Context: an optimization exercise on an open-source flow, tuned for a short achievable clock period and few clock cycles. The choices shown serve that exercise and are no tape-out recipe. The RTL was checked by simulation tests, not by an equivalence proof against the original design. No activity file was given, so power comes from the tool's default toggle rates.

==> design/flow/design.v <==
`timescale 1ns / 1ps
module MUX(
    input logic [31:0] A,
    input logic [31:0] B,
    input logic  S,
    output logic [31:0] C
    );
    always_comb begin
        C = (!S) ? A : B;
    end
endmodule
`timescale 1ns / 1ps
module state3_MUX(
    input logic [31:0] A,
    input logic [31:0] B,
    input logic [31:0] C,
    input logic [1:0] S,
    output logic [31:0] R
    );
    always_comb begin
        case(S)
            2'b00: R = A;
            2'b01: R = B;
            2'b10: R = C;
            default: R = A;
        endcase
    end
endmodule
`timescale 1ns / 1ps
module PC_Adder(
    input logic [31:0] a,
    input logic [31:0] b,
    output logic [31:0] c
    );
    always_comb begin
        c = a + b;
    end
endmodule
`timescale 1ns / 1ps
module program_counter(
    input logic clk,
    input logic rst_n,
    input logic enable, 
    input logic [31:0] PC_next,
    output logic [31:0] PC 
    );
    always_ff @(posedge clk) begin
    if (!rst_n)
        PC <= 32'h00000000;                
    else if (PC == 32'h00000000)
        PC <= 32'h80000000;                
    else if (enable)
        PC <= PC_next;                     
end
endmodule
`timescale 1ns / 1ps
module f_d_pipeline(
    input logic clk,
    input logic rst_n,
    input logic clear,  
    input logic enable, 
    input logic [31:0] instr_f,
    input logic [31:0] pc_f,
    input logic [31:0] pcplus4_f,
    output logic [31:0] instr_d,
    output logic [31:0] pc_d,
    output logic [31:0] pcplus4_d
);
    always_ff @(posedge clk) begin
        if (!rst_n) begin
            instr_d   <= 32'h00000000; 
            pc_d      <= 32'b0;
            pcplus4_d <= 32'b0;
        end
        else if (clear) begin
            instr_d   <= 32'h00000000; 
            pc_d      <= 32'hFFFFFFFF;
            pcplus4_d <= 32'hFFFFFFFF;
        end
        else if (enable) begin
            instr_d   <= instr_f;
            pc_d      <= pc_f;
            pcplus4_d <= pcplus4_f;
        end
    end
endmodule
`timescale 1ns / 1ps
module register_file #(
)(
    input logic clk,
    input logic rst_n,  
    input logic [4:0] rs1,
    input logic [4:0] rs2,
    input logic [4:0] rd,
    input logic [31:0] write_data,
    input logic write_enable,
    output logic [31:0] read_data1,
    output logic [31:0] read_data2 
    );
    logic [31:0] registers [0:31];
    always_ff @(posedge clk) begin
        if(!rst_n) begin
            for(int i=0; i<32; i++) begin
                registers[i] <= 32'b0;
            end
        end
        else if(write_enable && rd != 5'b0) begin    
            registers[rd] <= write_data;   
        end         
    end
    assign read_data1 = (write_enable && rd != 5'b0 && rd == rs1) ? write_data : registers[rs1];
    assign read_data2 = (write_enable && rd != 5'b0 && rd == rs2) ? write_data : registers[rs2];
endmodule
`timescale 1ns / 1ps
module main_decoder(
    input logic [6:0] op,
    input logic [2:0] funct3,
    input logic [6:0] funct7,
    input logic [11:0] imm12,
    output logic Branch,
    output logic MemWrite,
    output logic ALUSrc,
    output logic RegWrite,
    output logic [1:0] ResultSrc,
    output logic [1:0] ALUOp,
    output logic [2:0] ImmSrc,
    output logic Jump
    );
    always_comb begin
        Branch = (op == 7'b1100011);  
        MemWrite = (op == 7'b0100011);
        case(op)
            7'b0000011: ALUSrc = 1'b1;
            7'b0100011: ALUSrc = 1'b1;
            7'b0110111: ALUSrc = 1'b1;
            7'b0010011: begin
                if(((imm12 == 12'b011000000001) || (imm12 == 12'b011000000000) || (imm12 == 12'b011000000010)) && (funct3 == 3'b001))
                    ALUSrc = 1'b0;  
                else   
                    ALUSrc = 1'b1;  
            end
            default ALUSrc = 1'b0;
        endcase
        RegWrite = (op == 7'b0000011 || op == 7'b0110011 || op == 7'b0010011 || op == 7'b1101111 || op == 7'b0110111);
        case(op)
            7'b0110011: ResultSrc = 2'b00;  
            7'b0010011: ResultSrc = 2'b00;  
            7'b0110111: ResultSrc = 2'b00;  
            7'b0000011: ResultSrc = 2'b01;  
            7'b1101111: ResultSrc = 2'b10;  
            default:    ResultSrc = 2'b00;
        endcase
        case(op)
            7'b0110011: ALUOp = 2'b10;   
            7'b0010011: ALUOp = 2'b10;   
            7'b1100011: ALUOp = 2'b01;   
            default:    ALUOp = 2'b00;   
        endcase
        case(op)
            7'b0100011: ImmSrc = 3'b001;   
            7'b1100011: ImmSrc = 3'b010;   
            7'b1101111: ImmSrc = 3'b011;   
            7'b0110111: ImmSrc = 3'b100;   
            default:    ImmSrc = 3'b000;   
        endcase
        Jump = (op == 7'b1101111);
    end
endmodule
`timescale 1ns / 1ps
module ALU_decoder(
    input logic [1:0] ALUOp,
    input logic [2:0] funct3,
    input logic [6:0] funct7,
    input logic [11:0] imm12,
    input logic [6:0] op,
    output logic [3:0] ALUControl
    );
    always_comb begin
    case(ALUOp)
        2'b00: ALUControl = 4'b0000;  
        2'b01: ALUControl = 4'b0001;  
        2'b10: begin
            case(funct3)
                3'b000: 
                    ALUControl = ({op[5], funct7[5]} == 2'b11) ? 4'b0001 : 4'b0000;
                3'b010: ALUControl = 4'b0101;   
                3'b001: begin
                    case(imm12)
                        12'b011000000000: ALUControl = 4'b0111;  
                        12'b011000000001: ALUControl = 4'b0110;  
                        12'b011000000010: ALUControl = 4'b1000;  
                        default: ALUControl = 4'b0000;  
                    endcase
                end
                3'b110: ALUControl = 4'b0011;   
                3'b111: ALUControl = 4'b0010;   
                default: ALUControl = 4'b0000;  
            endcase
        end
        default: ALUControl = 4'b0000;          
    endcase
end
endmodule
`timescale 1ns / 1ps
module ControlUnit_Top(
    input logic [6:0] op,
    input logic [6:0] funct7,
    input logic [2:0] funct3,
    input logic [11:0] imm12,
    output logic RegWrite, ALUSrc, MemWrite,
    output logic [2:0] ImmSrc,
    output logic [1:0] ResultSrc,
    output logic [3:0] ALUControl,
    output logic Branch,
    output logic Jump
    );
    logic [1:0] ALUOp;
    main_decoder main_decoder(
        .op(op),
        .funct3(funct3),
        .funct7(funct7),
        .imm12(imm12),
        .Branch(Branch),
        .MemWrite(MemWrite),
        .ALUSrc(ALUSrc),
        .RegWrite(RegWrite),
        .ResultSrc(ResultSrc),
        .ALUOp(ALUOp),
        .ImmSrc(ImmSrc),
        .Jump(Jump) 
    );
    ALU_decoder ALU_decoder(
        .ALUOp(ALUOp),
        .funct3(funct3),
        .funct7(funct7),
        .imm12(imm12),
        .op(op),
        .ALUControl(ALUControl)
    );
endmodule
`timescale 1ns / 1ps
module Sign_Extend(
    input logic [2:0] ImmSrc,     
    input logic [31:0] Instr,     
    output logic [31:0] ExtImm     
);
    always_comb begin
        case (ImmSrc)
            3'b000:    ExtImm = {{20{Instr[31]}}, Instr[31:20]};                                          
            3'b001:    ExtImm = {{20{Instr[31]}}, Instr[31:25], Instr[11:7]};                             
            3'b010:    ExtImm = {{19{Instr[31]}}, Instr[31], Instr[7], Instr[30:25], Instr[11:8], 1'b0};  
            3'b011:    ExtImm = {{12{Instr[31]}}, Instr[19:12], Instr[20], Instr[30:21], 1'b0};           
            3'b100:    ExtImm = Instr[31:12] << 12;                                                       
            default:   ExtImm = 32'b0;   
        endcase
    end
endmodule
`timescale 1ns / 1ps
module d_e_pipeline(
    input logic clk,
    input logic rst_n,
    input logic clear,  
    input logic enable, 
    input logic [31:0] rd1_d,
    input logic [31:0] rd2_d,
    input logic [31:0] pc_d,
    input logic [4:0] rs1_d,
    input logic [4:0] rs2_d,
    input logic [4:0] rd_d,
    input logic [31:0] ext_imm_d,
    input logic [31:0] pcplus4_d,
    input logic RegWrite_d,
    input logic [1:0] ResultSrc_d,
    input logic MemWrite_d,
    input logic Jump_d,
    input logic Branch_d,
    input logic [3:0] ALUControl_d,
    input logic ALUSrc_d,
    input logic [31:0] instr_d,
    output logic [31:0] rd1_e,
    output logic [31:0] rd2_e,
    output logic [31:0] pc_e,
    output logic [4:0] rs1_e,
    output logic [4:0] rs2_e,
    output logic [4:0] rd_e,
    output logic [31:0] ext_imm_e,
    output logic [31:0] pcplus4_e,
    output logic RegWrite_e,
    output logic [1:0] ResultSrc_e,
    output logic MemWrite_e,
    output logic Jump_e,
    output logic Branch_e,
    output logic [3:0] ALUControl_e,
    output logic ALUSrc_e,
    output logic [31:0] instr_e
);
    always_ff @(posedge clk) begin
        if (!rst_n) begin
            rd1_e      <= 32'b0;
            rd2_e      <= 32'b0;
            pc_e       <= 32'b0;
            rs1_e      <= 5'b0;
            rs2_e      <= 5'b0;
            rd_e       <= 5'b0;
            ext_imm_e  <= 32'b0;
            pcplus4_e  <= 32'b0;
            RegWrite_e     <= 1'b0;
            MemWrite_e     <= 1'b0;
            ResultSrc_e    <= 2'b00;
            ALUControl_e   <= 4'b0000;
            ALUSrc_e       <= 1'b0;
            Jump_e         <= 1'b0;
            Branch_e       <= 1'b0;
            instr_e        <= 32'h00000000;
        end
        else if (clear) begin
            rd1_e      <= 32'b0;
            rd2_e      <= 32'b0;
            pc_e       <= 32'hFFFFFFFF;
            rs1_e      <= 5'b0;
            rs2_e      <= 5'b0;
            rd_e       <= 5'b0;
            ext_imm_e  <= 32'b0;
            pcplus4_e  <= 32'hFFFFFFFF;
            RegWrite_e     <= 1'b0;
            MemWrite_e     <= 1'b0;
            ResultSrc_e    <= 2'b00;
            ALUControl_e   <= 4'b0000;
            ALUSrc_e       <= 1'b0;
            Jump_e         <= 1'b0;
            Branch_e       <= 1'b0;
            instr_e        <= 32'h00000000;
        end
        else if (enable) begin
            rd1_e      <= rd1_d;
            rd2_e      <= rd2_d;
            pc_e       <= pc_d;
            rs1_e      <= rs1_d;
            rs2_e      <= rs2_d;
            rd_e       <= rd_d;
            ext_imm_e  <= ext_imm_d;
            pcplus4_e  <= pcplus4_d;
            RegWrite_e     <= RegWrite_d;
            MemWrite_e     <= MemWrite_d;
            ResultSrc_e    <= ResultSrc_d;
            ALUControl_e   <= ALUControl_d;
            ALUSrc_e       <= ALUSrc_d;
            Jump_e         <= Jump_d;
            Branch_e       <= Branch_d;
            instr_e        <= instr_d;
        end
    end
endmodule
`timescale 1ns / 1ps
module ALU(
    input logic [31:0] A,
    input logic [31:0] B,
    input logic [3:0] ALU_control,
    output logic [31:0] result,
    output logic Zero
    );
    localparam [3:0]
        ALU_ADD  = 4'b0000,
        ALU_SUB  = 4'b0001,
        ALU_AND  = 4'b0010,
        ALU_OR   = 4'b0011,
        ALU_XOR  = 4'b0100,
        ALU_SLT  = 4'b0101,
        ALU_CTZ  = 4'b0110,
        ALU_CLZ  = 4'b0111,
        ALU_CPOP = 4'b1000;
    always_comb begin
        case(ALU_control)
            ALU_ADD: result = A + B;
            ALU_SUB: result = A - B;
            ALU_AND: result = A & B;
            ALU_OR:  result = A | B;
            ALU_XOR: result = A ^ B; 
            ALU_SLT: result = ($signed(A) < $signed(B)) ? 32'd1 : 32'd0;  
            ALU_CTZ: begin
                result = 32'd32;
                for (int i = 0; i < 32; i++) begin
                    if (A[i] == 1'b1 && result == 32)
                        result = i;
                end
            end
            ALU_CLZ: begin
                result = 32'd32;
                for (int i = 31; i >= 0; i--) begin
                    if (A[i] == 1'b1 && result == 32)
                        result = 31 - i;
                end
            end
            ALU_CPOP: begin
                result = 32'b0;
                for (int i = 0; i < 32; i++) begin
                    if (A[i])
                        result += 1;
                end
            end
            default: result = 32'd0;
        endcase
    case (ALU_control)
        ALU_SUB:   Zero = (result == 0);                        
        ALU_SLT:   Zero = ($signed(A) < $signed(B));            
        default:   Zero = 0;
    endcase
    end
endmodule
`timescale 1ns / 1ps
module e_m_pipeline(
    input logic clk,
    input logic rst_n,
    input logic clear,  
    input logic enable, 
    input logic [31:0] ALUResult_e,
    input logic [31:0] WriteData_e,
    input logic [4:0] rd_e,
    input logic [31:0] pcplus4_e,
    input logic [31:0] pc_e,
    input logic RegWrite_e,
    input logic [1:0] ResultSrc_e,
    input logic MemWrite_e,
    input logic [31:0] instr_e,
    output logic [31:0] ALUResult_m,
    output logic [31:0] WriteData_m,
    output logic [4:0] rd_m,
    output logic [31:0] pcplus4_m,
    output logic [31:0] pc_m,
    output logic RegWrite_m,
    output logic [1:0] ResultSrc_m,
    output logic MemWrite_m,
    output logic [31:0] instr_m
);
    always_ff @(posedge clk) begin
        if (!rst_n) begin
            ALUResult_m   <= 32'b0; 
            WriteData_m   <= 32'b0;
            rd_m          <= 5'b0;
            pcplus4_m     <= 32'b0;
            pc_m          <= 32'b0;
            RegWrite_m     <= 1'b0;
            MemWrite_m     <= 1'b0;
            ResultSrc_m    <= 2'b00;
            instr_m        <= 32'h00000000;
        end
        else if (clear) begin
            ALUResult_m   <= 32'b0; 
            WriteData_m   <= 32'b0;
            rd_m          <= 5'b0;
            pcplus4_m     <= 32'hFFFFFFFF;
            pc_m          <= 32'hFFFFFFFF;
            RegWrite_m     <= 1'b0;
            MemWrite_m     <= 1'b0;
            ResultSrc_m    <= 2'b00;
            instr_m        <= 32'h00000000;
        end
        else if (enable) begin
            ALUResult_m   <= ALUResult_e;
            WriteData_m   <= WriteData_e;
            rd_m          <= rd_e;
            pcplus4_m     <= pcplus4_e;
            pc_m          <= pc_e;
            RegWrite_m     <= RegWrite_e;
            ResultSrc_m    <= ResultSrc_e;
            MemWrite_m     <= MemWrite_e;
            instr_m        <= instr_e;
        end
    end
endmodule
`timescale 1ns / 1ps
module m_w_pipeline(
    input logic clk,
    input logic rst_n,
    input logic clear,  
    input logic enable, 
    input logic [31:0] ALUResult_m,
    input logic [31:0] ReadData_m,
    input logic [4:0] rd_m,
    input logic [31:0] pcplus4_m,
    input logic [31:0] pc_m,
    input logic RegWrite_m,
    input logic [1:0] ResultSrc_m,
    input logic [31:0] instr_m,
    input logic [31:0] WriteData_m,
    input logic MemWrite_m,
    output logic [31:0] ALUResult_w,
    output logic [31:0] ReadData_w,
    output logic [4:0] rd_w,
    output logic [31:0] pcplus4_w,
    output logic [31:0] pc_w,
    output logic RegWrite_w,
    output logic [1:0] ResultSrc_w,
    output logic [31:0] instr_w,
    output logic [31:0] WriteData_w,
    output logic MemWrite_w
);
    always_ff @(posedge clk) begin
        if (!rst_n) begin
            ALUResult_w   <= 32'b0; 
            ReadData_w    <= 32'b0;
            rd_w          <= 5'b0;
            pcplus4_w     <= 32'b0;
            pc_w          <= 32'b0;
            RegWrite_w     <= 1'b0;
            ResultSrc_w    <= 2'b00;
            instr_w        <= 32'h00000000;
            WriteData_w    <= 32'h00000000;
            MemWrite_w     <= 1'b0;
        end
        else if (clear) begin
            ALUResult_w   <= 32'b0; 
            ReadData_w    <= 32'b0;
            rd_w          <= 5'b0;
            pcplus4_w     <= 32'hFFFFFFFF;
            pc_w          <= 32'hFFFFFFFF;
            RegWrite_w     <= 1'b0;
            ResultSrc_w    <= 2'b00;
            instr_w        <= 32'h00000000;
            WriteData_w    <= 32'h00000000;
            MemWrite_w     <= 1'b0;
        end
        else if (enable) begin
            ALUResult_w   <= ALUResult_m;
            ReadData_w    <= ReadData_m;
            rd_w          <= rd_m;
            pcplus4_w     <= pcplus4_m;
            pc_w          <= pc_m;
            RegWrite_w     <= RegWrite_m;
            ResultSrc_w    <= ResultSrc_m;
            instr_w        <= instr_m;
            WriteData_w    <= WriteData_m;
            MemWrite_w     <= MemWrite_m;
        end
    end
endmodule
`timescale 1ns / 1ps
module hazard_unit(
    input logic [4:0] RS1_e,
    input logic [4:0] RS2_e,
    input logic [4:0] RD_m,
    input logic [4:0] RD_w,
    input logic RegWrite_m,
    input logic RegWrite_w,
    input logic [4:0] RS1_d,
    input logic [4:0] RS2_d,
    input logic [4:0] RD_e,
    input logic [1:0] ResultSrc_e,
    input logic PCSrc_e,
    output logic [1:0] ForwardA_e,
    output logic [1:0] ForwardB_e,
    output logic Stall_f,
    output logic Stall_d,
    output logic Flush_e, 
    output logic Flush_d
);
    logic lw_stall;
    always_comb begin
        if((RS1_e == RD_m) && (RegWrite_m) && (RD_m != 0)) begin
            ForwardA_e = 2'b10;
        end
        else if((RS1_e == RD_w) && (RegWrite_w) && (RD_w != 0)) begin
            ForwardA_e = 2'b01;
        end
        else begin
            ForwardA_e = 2'b00;
        end
        if((RS2_e == RD_m) && (RegWrite_m) && (RD_m != 0)) begin
            ForwardB_e = 2'b10;
        end
        else if((RS2_e == RD_w) && (RegWrite_w) && (RD_w != 0)) begin
            ForwardB_e = 2'b01;
        end
        else begin
            ForwardB_e = 2'b00;
        end
        if(((RS1_d == RD_e) || (RS2_d == RD_e)) && (ResultSrc_e == 2'b01)) begin
            lw_stall = 1'b1;
        end
        else begin
            lw_stall = 1'b0;
        end
        Stall_f = lw_stall;
        Stall_d = lw_stall;
        Flush_e = (lw_stall | PCSrc_e);
        Flush_d = PCSrc_e;       
    end
endmodule
`timescale 1ns / 1ps
module riscv_multicycle (
    input  logic        clk_i,           
    input  logic        rstn_i,          
    output logic [31:0] imem_addr_o,     
    input  logic [31:0] imem_rdata_i,    
    output logic [31:0] dmem_addr_o,     
    output logic [31:0] dmem_wdata_o,    
    output logic        dmem_we_o,       
    input  logic [31:0] dmem_rdata_i,    
    output logic        update_o,        
    output logic [31:0] pc_o,            
    output logic [31:0] instr_o,         
    output logic [ 4:0] reg_addr_o,      
    output logic [31:0] reg_data_o,      
    output logic [31:0] mem_addr_o,      
    output logic [31:0] mem_data_o,      
    output logic        mem_wrt_o        
);
    logic [31:0] instr_f, pc_f, nextPC_f, PCplus4_f;
    logic [31:0] instr_d, pc_d, PCplus_d, RD1_d, RD2_d, Imm_Ext_d;
    logic [4:0] RS1_d, RS2_d, RD_d;
    logic [3:0] ALUControl_d;
    logic [2:0] ImmSrc_d;
    logic [1:0] ResultSrc_d;
    logic RegWrite_d, ALU_Src_d, MemWrite_d, Branch_d, Jump_d;
    logic [31:0] instr_e, RD1_e, RD2_e, pc_e, Imm_Ext_e, PCplus4_e, WriteData_e, SrcA_e, SrcB_e, ALUResult_e, PCTarget_e;
    logic [4:0] RS1_e, RS2_e, RD_e;
    logic [3:0] ALUControl_e;
    logic [1:0] ResultSrc_e;
    logic RegWrite_e, ALU_Src_e, MemWrite_e, Branch_e, Jump_e, Zero_e, PCSrc_e;
    logic [31:0] instr_m, ALUResult_m, WriteData_m, PCplus4_m, ReadData_m, pc_m;
    logic [4:0] RD_m;
    logic [1:0] ResultSrc_m;
    logic RegWrite_m, MemWrite_m;
    logic [31:0] instr_w, ALUResult_w, ReadData_w, PCplus4_w, Result_w, pc_w, WriteData_w;
    logic [4:0] RD_w;
    logic [1:0] ResultSrc_w;
    logic RegWrite_w, MemWrite_w;
    logic [1:0] ForwardA_e, ForwardB_e;
    logic Stall_f, Stall_d, Flush_e, Flush_d;
    MUX nextPC_MUX(
        .A(PCplus4_f),
        .B(PCTarget_e),
        .S(PCSrc_e), 
        .C(nextPC_f)
    );
    program_counter program_counter(
        .clk(clk_i),
        .rst_n(rstn_i),
        .enable(!Stall_f),
        .PC_next(nextPC_f),
        .PC(pc_f) 
    );
    PC_Adder PC_Adder(
        .a(pc_f),
        .b(32'd4),
        .c(PCplus4_f)
    );
    assign imem_addr_o = pc_f;
    assign instr_f = (!rstn_i || pc_f < 32'h80000000) ? 32'b0 : imem_rdata_i;
    f_d_pipeline f_d_pipeline(
        .clk(clk_i),
        .rst_n(rstn_i),
        .clear(Flush_d),  
        .enable(!Stall_d), 
        .instr_f(instr_f),
        .pc_f(pc_f),
        .pcplus4_f(PCplus4_f),
        .instr_d(instr_d),
        .pc_d(pc_d),
        .pcplus4_d(PCplus_d)
    );
    assign RS1_d = instr_d[19:15];
    assign RS2_d = instr_d[24:20];
    assign RD_d  = instr_d[11:7]; 
    register_file register_file(
        .clk(clk_i),
        .rst_n(rstn_i),
        .rs1(RS1_d),
        .rs2(RS2_d),
        .rd(RD_w),
        .write_data(Result_w), 
        .write_enable(RegWrite_w), 
        .read_data1(RD1_d),
        .read_data2(RD2_d)     
    );
    ControlUnit_Top ControlUnit_d(
        .op(instr_d[6:0]),
        .funct7(instr_d[31:25]),
        .funct3(instr_d[14:12]),
        .imm12(instr_d[31:20]),
        .RegWrite(RegWrite_d),
        .ALUSrc(ALU_Src_d),
        .MemWrite(MemWrite_d),
        .ResultSrc(ResultSrc_d),
        .ImmSrc(ImmSrc_d),
        .ALUControl(ALUControl_d),
        .Branch(Branch_d),
        .Jump(Jump_d)
    );
    Sign_Extend Sign_Extend(
        .ImmSrc(ImmSrc_d),
        .Instr(instr_d),
        .ExtImm(Imm_Ext_d)
    );
    d_e_pipeline d_e_pipeline(
        .clk(clk_i),
        .rst_n(rstn_i),
        .clear(Flush_e),
        .enable(1'b1),
        .rd1_d(RD1_d),
        .rd2_d(RD2_d),
        .pc_d(pc_d),
        .rs1_d(RS1_d),
        .rs2_d(RS2_d),
        .rd_d(RD_d),
        .ext_imm_d(Imm_Ext_d),
        .pcplus4_d(PCplus_d),
        .RegWrite_d(RegWrite_d),
        .ResultSrc_d(ResultSrc_d),
        .MemWrite_d(MemWrite_d),
        .Jump_d(Jump_d),
        .Branch_d(Branch_d),
        .ALUControl_d(ALUControl_d),
        .ALUSrc_d(ALU_Src_d),
        .instr_d(instr_d),
        .rd1_e(RD1_e),
        .rd2_e(RD2_e),
        .pc_e(pc_e),
        .rs1_e(RS1_e),
        .rs2_e(RS2_e),
        .rd_e(RD_e),
        .ext_imm_e(Imm_Ext_e),
        .pcplus4_e(PCplus4_e),
        .RegWrite_e(RegWrite_e),
        .ResultSrc_e(ResultSrc_e),
        .MemWrite_e(MemWrite_e),
        .Jump_e(Jump_e),
        .Branch_e(Branch_e),
        .ALUControl_e(ALUControl_e),
        .ALUSrc_e(ALU_Src_e),
        .instr_e(instr_e)
    ); 
    state3_MUX srcB_hazard_mux(
        .A(RD2_e),
        .B(Result_w),
        .C(ALUResult_m),
        .S(ForwardB_e),
        .R(WriteData_e)
    );
    MUX mux_register_to_ALU(
        .A(WriteData_e), 
        .B(Imm_Ext_e),
        .S(ALU_Src_e),
        .C(SrcB_e)
    );
    state3_MUX srcA_hazard_mux(
        .A(RD1_e),
        .B(Result_w),
        .C(ALUResult_m),
        .S(ForwardA_e),
        .R(SrcA_e)
    );
    ALU ALU(
        .A(SrcA_e), 
        .B(SrcB_e),
        .ALU_control(ALUControl_e),
        .result(ALUResult_e),
        .Zero(Zero_e)
    );
    assign PCSrc_e = ((Zero_e & Branch_e) | (Jump_e));
    PC_Adder Target_PC_Adder_e(
        .a(pc_e),
        .b(Imm_Ext_e),
        .c(PCTarget_e)
    );
    e_m_pipeline e_m_pipeline(
        .clk(clk_i),
        .rst_n(rstn_i),
        .clear(1'b0),  
        .enable(1'b1), 
        .ALUResult_e(ALUResult_e),
        .WriteData_e(WriteData_e),  
        .rd_e(RD_e),
        .pcplus4_e(PCplus4_e),
        .pc_e(pc_e),
        .RegWrite_e(RegWrite_e),
        .ResultSrc_e(ResultSrc_e),
        .MemWrite_e(MemWrite_e),
        .instr_e(instr_e),
        .ALUResult_m(ALUResult_m),
        .WriteData_m(WriteData_m),  
        .rd_m(RD_m),
        .pcplus4_m(PCplus4_m),
        .pc_m(pc_m),
        .RegWrite_m(RegWrite_m),
        .ResultSrc_m(ResultSrc_m),
        .MemWrite_m(MemWrite_m),
        .instr_m(instr_m)
    );
    assign dmem_addr_o  = ALUResult_m;
    assign dmem_wdata_o = WriteData_m;
    assign dmem_we_o    = MemWrite_m;
    assign ReadData_m   = dmem_rdata_i;
    m_w_pipeline m_w_pipeline(
        .clk(clk_i),
        .rst_n(rstn_i),
        .clear(1'b0),  
        .enable(1'b1), 
        .ALUResult_m(ALUResult_m),
        .ReadData_m(ReadData_m),
        .rd_m(RD_m),
        .pcplus4_m(PCplus4_m),
        .pc_m(pc_m),
        .RegWrite_m(RegWrite_m),
        .ResultSrc_m(ResultSrc_m),
        .instr_m(instr_m),
        .WriteData_m(WriteData_m),
        .MemWrite_m(MemWrite_m),
        .ALUResult_w(ALUResult_w),
        .ReadData_w(ReadData_w),
        .rd_w(RD_w),
        .pcplus4_w(PCplus4_w),
        .pc_w(pc_w),
        .RegWrite_w(RegWrite_w),
        .ResultSrc_w(ResultSrc_w),
        .instr_w(instr_w),
        .WriteData_w(WriteData_w),
        .MemWrite_w(MemWrite_w)
    );
    state3_MUX mux_dmemory_to_registerfile(
        .A(ALUResult_w),
        .B(ReadData_w),
        .C(PCplus4_w),
        .S(ResultSrc_w),
        .R(Result_w)
    );
    hazard_unit hazard_unit(
        .RS1_e(RS1_e),
        .RS2_e(RS2_e),
        .RD_m(RD_m),
        .RD_w(RD_w),
        .RegWrite_m(RegWrite_m),
        .RegWrite_w(RegWrite_w),
        .RS1_d(RS1_d),
        .RS2_d(RS2_d),
        .RD_e(RD_e),
        .ResultSrc_e(ResultSrc_e),
        .PCSrc_e(PCSrc_e),
        .ForwardA_e(ForwardA_e),
        .ForwardB_e(ForwardB_e),
        .Stall_f(Stall_f),
        .Stall_d(Stall_d),
        .Flush_e(Flush_e), 
        .Flush_d(Flush_d)
    ); 
    assign pc_o        = pc_w;                                       
    assign instr_o     = instr_w;                                    
    assign reg_addr_o  = RD_w & {5{RegWrite_w}};                     
    assign reg_data_o  = Result_w & {32{RegWrite_w}};                
    assign mem_addr_o  = (ALUResult_w >> 2) & {32{MemWrite_w}};     
    assign mem_data_o  = WriteData_w & {32{MemWrite_w}};           
    assign mem_wrt_o   = MemWrite_w;                                
    assign update_o    = (instr_w != 32'b0) && rstn_i;
endmodule
==> design/flow/run.sh <==
#!/bin/bash
# synth_recipe.tcl (not shown) runs the flow's synth.tcl, then flattens the netlist and writes it again
# the make line also repeats each setting of config.mk as NAME=value (left out here)
make -C /OpenROAD-flow-scripts/flow DESIGN_CONFIG=/design/flow/config.mk WORK_HOME=/design/flow/orfs CLKGATE_MAP_FILE= SYNTH_SCRIPT=/design/flow/synth_recipe.tcl finish
==> design/flow/config.mk <==
export PLATFORM = sky130hd
export DESIGN_NAME = riscv_multicycle
export DESIGN_NICKNAME = riscv_multicycle
export VERILOG_FILES = /design/flow/design.v
export SDC_FILE = /design/flow/constraint.sdc
export NUM_CORES = 4
export LEC_CHECK = 0
export CAP_MARGIN = 20
export CORE_MARGIN = 2
export CORE_UTILIZATION = 40
export SLEW_MARGIN = 20
==> design/flow/constraint.sdc <==
create_clock -name core_clock -period 22.0 [get_ports {clk_i}]
set_input_delay 4.4000 -clock core_clock [delete_from_list [all_inputs] [get_ports {clk_i}]]
set_output_delay 4.4000 -clock core_clock [all_outputs]
set_load 0.01 [all_outputs]
==> run notes <==
==> routing by layer <==
metal / vias up / track usage [%] / share of wire [%]
met5: - / 0 / 0.019
met1: 35500 / 39.8 / 37
met3: 944 / 7.08 / 12
li1: 29500 / - / -
met2: 4782 / 47.2 / 45
met4: 10 / 16.1 / 6.0
==> layout make-up <==
cell class / count / area (um^2)
clock inverter: 87 / 973
timing repair buffer: 642 / 5920
multi-input combinational: 5409 / 43300
tap: 2992 / 3740
sequential: 1706 / 44400
clock buffer: 241 / 4930
inverter: 236 / 896
fill: 20400 / 120000
antenna: 6 / 15.0
==> critical path, delay by kind of cell (launching register included) <==
family | cells | cell delay, ns
adders and majority gates | 30 | 8.79
AOI/OAI and AO/OA | 34 | 4.78
and+or+nand+nor | 36 | 4.29
muxes | 6 | 1.42
buffers and inverters | 10 | 1.02
DFF | 1 | 0.34
xor gates and xnor gates | 1 | 0.15
==> cells in the mapped netlist, types with 65 or more instances <==
master / number / share of area [%]
sky130_fd_sc_hd__a31oi_1: 65 / 0.45
sky130_fd_sc_hd__a211oi_1: 159 / 1.3
sky130_fd_sc_hd__xnor2_1: 156 / 1.5
sky130_fd_sc_hd__and2_1: 508 / 3.5
sky130_fd_sc_hd__nor2_1: 1544 / 6.4
sky130_fd_sc_hd__clkbuf_1: 499 / 2.1
sky130_fd_sc_hd__dfxtp_1: 682 / 15
sky130_fd_sc_hd__mux2i_1: 73 / 0.81
sky130_fd_sc_hd__a21oi_1: 264 / 1.5
sky130_fd_sc_hd__buf_1: 70 / 0.29
sky130_fd_sc_hd__nand3_1: 129 / 0.71
sky130_fd_sc_hd__ha_1: 166 / 2.3
sky130_fd_sc_hd__nor3_1: 100 / 0.55
sky130_fd_sc_hd__mux4_2: 640 / 16
sky130_fd_sc_hd__edfxtp_1: 1024 / 34
sky130_fd_sc_hd__xor2_1: 66 / 0.64
sky130_fd_sc_hd__inv_1: 220 / 0.91
sky130_fd_sc_hd__nand2_1: 379 / 1.6
sky130_fd_sc_hd__o21ai_0: 199 / 1.1
sky130_fd_sc_hd__o22ai_1: 71 / 0.49
==> stage by stage <==
| stage | hold WS (ns) | std cells |
|---|---|---|
| 6_report | 0.430 | 11300 |
| 5_1_grt | 0.438 | 11300 |
| 4_1_cts | 0.430 | 11300 |
| 3_5_place_dp | 0.418 | 11000 |
| 3_3_place_gp | 0.417 | 11000 |
| 2_1_floorplan | 0.412 | 7975 |
==> power by group through the flow <==
stage	Combinational [uW]	Clock, uW	Sequential (uW)
final	4300	3100	3680
after global routing	4610	3230	3690
after CTS	4080	3110	3670
after detailed placement	4050	0	3740
after global placement	4020	0	3740
after floorplan	2850	0	3650
==> sequential cells by signal, indices dropped and copies added (netlist names), 20 cells and up, named ones only <==
| name | cells |
|---|---|
| register_file.registers | 1024 |
| d_e_pipeline.ext_imm_e | 32 |
| d_e_pipeline.pcplus4_e | 32 |
| d_e_pipeline.rd1_e | 32 |
| d_e_pipeline.rd2_e | 32 |
| e_m_pipeline.ALUResult_m | 32 |
| e_m_pipeline.WriteData_m | 32 |
| e_m_pipeline.pc_m | 32 |
| f_d_pipeline.instr_d | 32 |
| f_d_pipeline.pcplus4_d | 32 |
| m_w_pipeline.ALUResult_w | 32 |
| m_w_pipeline.ReadData_w | 32 |
| m_w_pipeline.WriteData_w | 32 |
| m_w_pipeline.instr_w | 32 |
| m_w_pipeline.pc_w | 32 |
| d_e_pipeline.pc_e | 30 |
| e_m_pipeline.pcplus4_m | 30 |
| f_d_pipeline.pc_d | 30 |
| m_w_pipeline.pcplus4_w | 30 |
| program_counter.PC | 30 |
| e_m_pipeline.instr_m | 28 |
| d_e_pipeline.instr_e | 20 |
==> how the worst min path moves through the flow <==
stage	end	slack (ns)	depth (start not counted)
after floorplan	e_m_pipeline.MemWrite_m	0.41	1
after global placement	m_w_pipeline.pcplus4_w[23]	0.42	1
after detailed placement	m_w_pipeline.instr_w[26]	0.42	1
after CTS	m_w_pipeline.instr_w[26]	0.43	1
after global routing	m_w_pipeline.pc_w[31]	0.44	1
final	m_w_pipeline.instr_w[26]	0.43	1
==> kinds of logic after synthesis <==
kind of cell    after synthesis  share of synthesized area, %
xor+xnor                    264                          3.16
flops                      1706                          49.1
compound gates             1222                          9.36
fa+ha+maj                   169                          2.36
other cells                   1                       0.00415
buf+inv                     862                          3.74
simple gates               2974                          15.1
mux                         744                          17.1
==> timing repair <==
action	4_1_cts	5_1_grt
setup buffers	0	14
setup endpoints to repair	0	326
gates resized for setup	0	39
endpoints found under the hold margin	0	0
==> impl_metrics.tcl <==
set metrics [dict create \
    dpl-instance-area_mm2 0.0979 \
    maxSlewHeadroom_pct 15.0 \
    timing_worst_setup_path_type "reg -> reg" \
    netlist_instances 7942 \
    synthesized_cell_area_mm2 0.0904 \
    drive_gt1_share_pct 18.1 \
    critical_path_arrival_ns 21.69 \
    route.final.wire_length_mm 360 \
    mostFrequentLayoutCell "sky130_fd_sc_hd__nor2_1" \
    dpl_worst_slack_ns 0.454 \
    synth_ff_type "sky130_fd_sc_hd__edfxtp_1" \
    grt.total_usage_pct 30.5 \
    critical_path.slowest_cell "sky130_fd_sc_hd__or4_4" \
    synthesis_stage_register_bit_count 1706 \
    clk_pin_slew_ns 0.06 \
    initial_cell_density_of_the_core_pct 40.2 \
    detailroute.via_count 70700 \
    synth-seq-area-share_pct 49.1 \
    clock-skew-final_ns 0.0738 \
    fin_total_pwr_uw 11100 \
    synth_cell_types 126 \
    global_route.overflow_total 0 \
    detail_route.wl_per_cell_um 31.8 \
    power.share.sequential_pct 33.2 \
    ant_nets 0 \
    tritoncts "done" \
    crit_top_cell "sky130_fd_sc_hd__ha_1" \
    finalSetupViolations 0 \
    clock.fmax_mhz 47.7 \
    critical_path.max_stage_delay_ns 0.56 \
    layout_min_cycle_time_ns 20.95 \
    critPathCapture "program_counter.PC[22]" \
    final_core_util_pct 46.4 \
    clock_latency_ns 0.86 \
    grt_start_max_net_pins 145 \
    ff2ff_path_depth 117 \
    rows 174 \
    design.die.area_mm2 0.230 \
    cp_data_required_time_ns 22.74 \
    power.share.clock_pct 28.0 \
    result_of_the_run "finished clean" \
    setup_ws_ns 1.05 \
    routed_via_density 6.25 \
    setup.reg_to_reg.worst_slack_ns 1.05 \
    crit_path_end_kind "flop" \
    regToRegStartpoint "e_m_pipeline.rd_m[1]" \
    leakage_uw 0.0363 \
    synth_warnings 14 \
    number_of_buffers_on_the_longest_clock_path 3 \
    timing_hold_violations_final 0 \
    setup_total_negative_slack_ns 0 \
    ioPinCount 330 \
    hold_path.startpoint "e_m_pipeline.instr_m[26]" \
    synth_area_per_cell_um2 11.4 \
    chipHeight_um 479 \
    power.switching_fraction_pct 36.2 \
    cts_root_cell "sky130_fd_sc_hd__clkbuf_16" \
    die_width_um 479 \
    number_of_synthesized_flops_with_an_enable_pin 1024 \
    global_route_wire_length_before_repair_mm 502 \
    most-common-layout-cells "sky130_fd_sc_hd__nor2_1, sky130_fd_sc_hd__edfxtp_1, sky130_fd_sc_hd__dfxtp_1" \
    clock-sinks 1706 \
    holdCritPathClass "reg -> reg" \
    postSynth.asyncResetShare_pct 0 \
    slew_violations 0 \
    cts_max_level 4 \
    worstMarginPinSlew_ns 1.27 \
    power.net_switching_uw 4010 \
    cp-startpoint "e_m_pipeline.rd_m[1]" \
    combPwrFrac_pct 38.8 \
    power_density_mw_per_mm2 106 \
    net_total_in_the_final_layout 8407 \
    drt_pre_antenna_iters 6 \
    worst-path-max-fanout 7 \
    drt_drc_violations_left 0 \
    area_growth_pct 15.3 \
    routabilityCongestion 0.974 \
    dp_hpwl_mm 239 \
    period_share_pct 95.2 \
    core-area_mm2 0.225 \
    start_kind "flop" \
    first_global_vias 68000 \
    holdBufCountCts 0 \
    tritoncts.num_buffers 177 \
    timing.max_cap.violations 0 \
    ir_drop_mv 0.144 \
    cellInternalPower_uw 7070 \
    placement.io_buffers 327 \
    r2r_end "program_counter.PC[22]" \
    number_of_antenna_violations_at_the_first_check_in_global_routing 15 \
    stdcell_area_mm2 0.104 \
    drt-initial-drc-count 10300 \
]
Testbench counts, summed over its fixed seeds: cycles 11,204.

[separate check: timing with driven ports]
The flow's constraints put no driver on any port. The routed layout listed below was extracted and timed again, unchanged, in two steps.
Step 1: set_driving_cell puts a clkbuf_16 on clk_i and a buf_2 on each other input, an assumption about the parent block.
Step 2 times the ports against the registers' clock, not the clock port: input delays grow and output delays shrink by t, the midpoint of the rising clock arrivals with the driver on.
Slacks: no drivers / after step 1 / after step 2; pairs: no drivers / after step 1.
t, ns: 0.912
setup WS [ns]: 1.052 / 1.052 / 1.052
worst setup path after step 2: register to register
After both steps this run still meets setup and hold. The setup slack of this run moves by 0.000 ns with the drivers and by 0.000 ns with both steps.
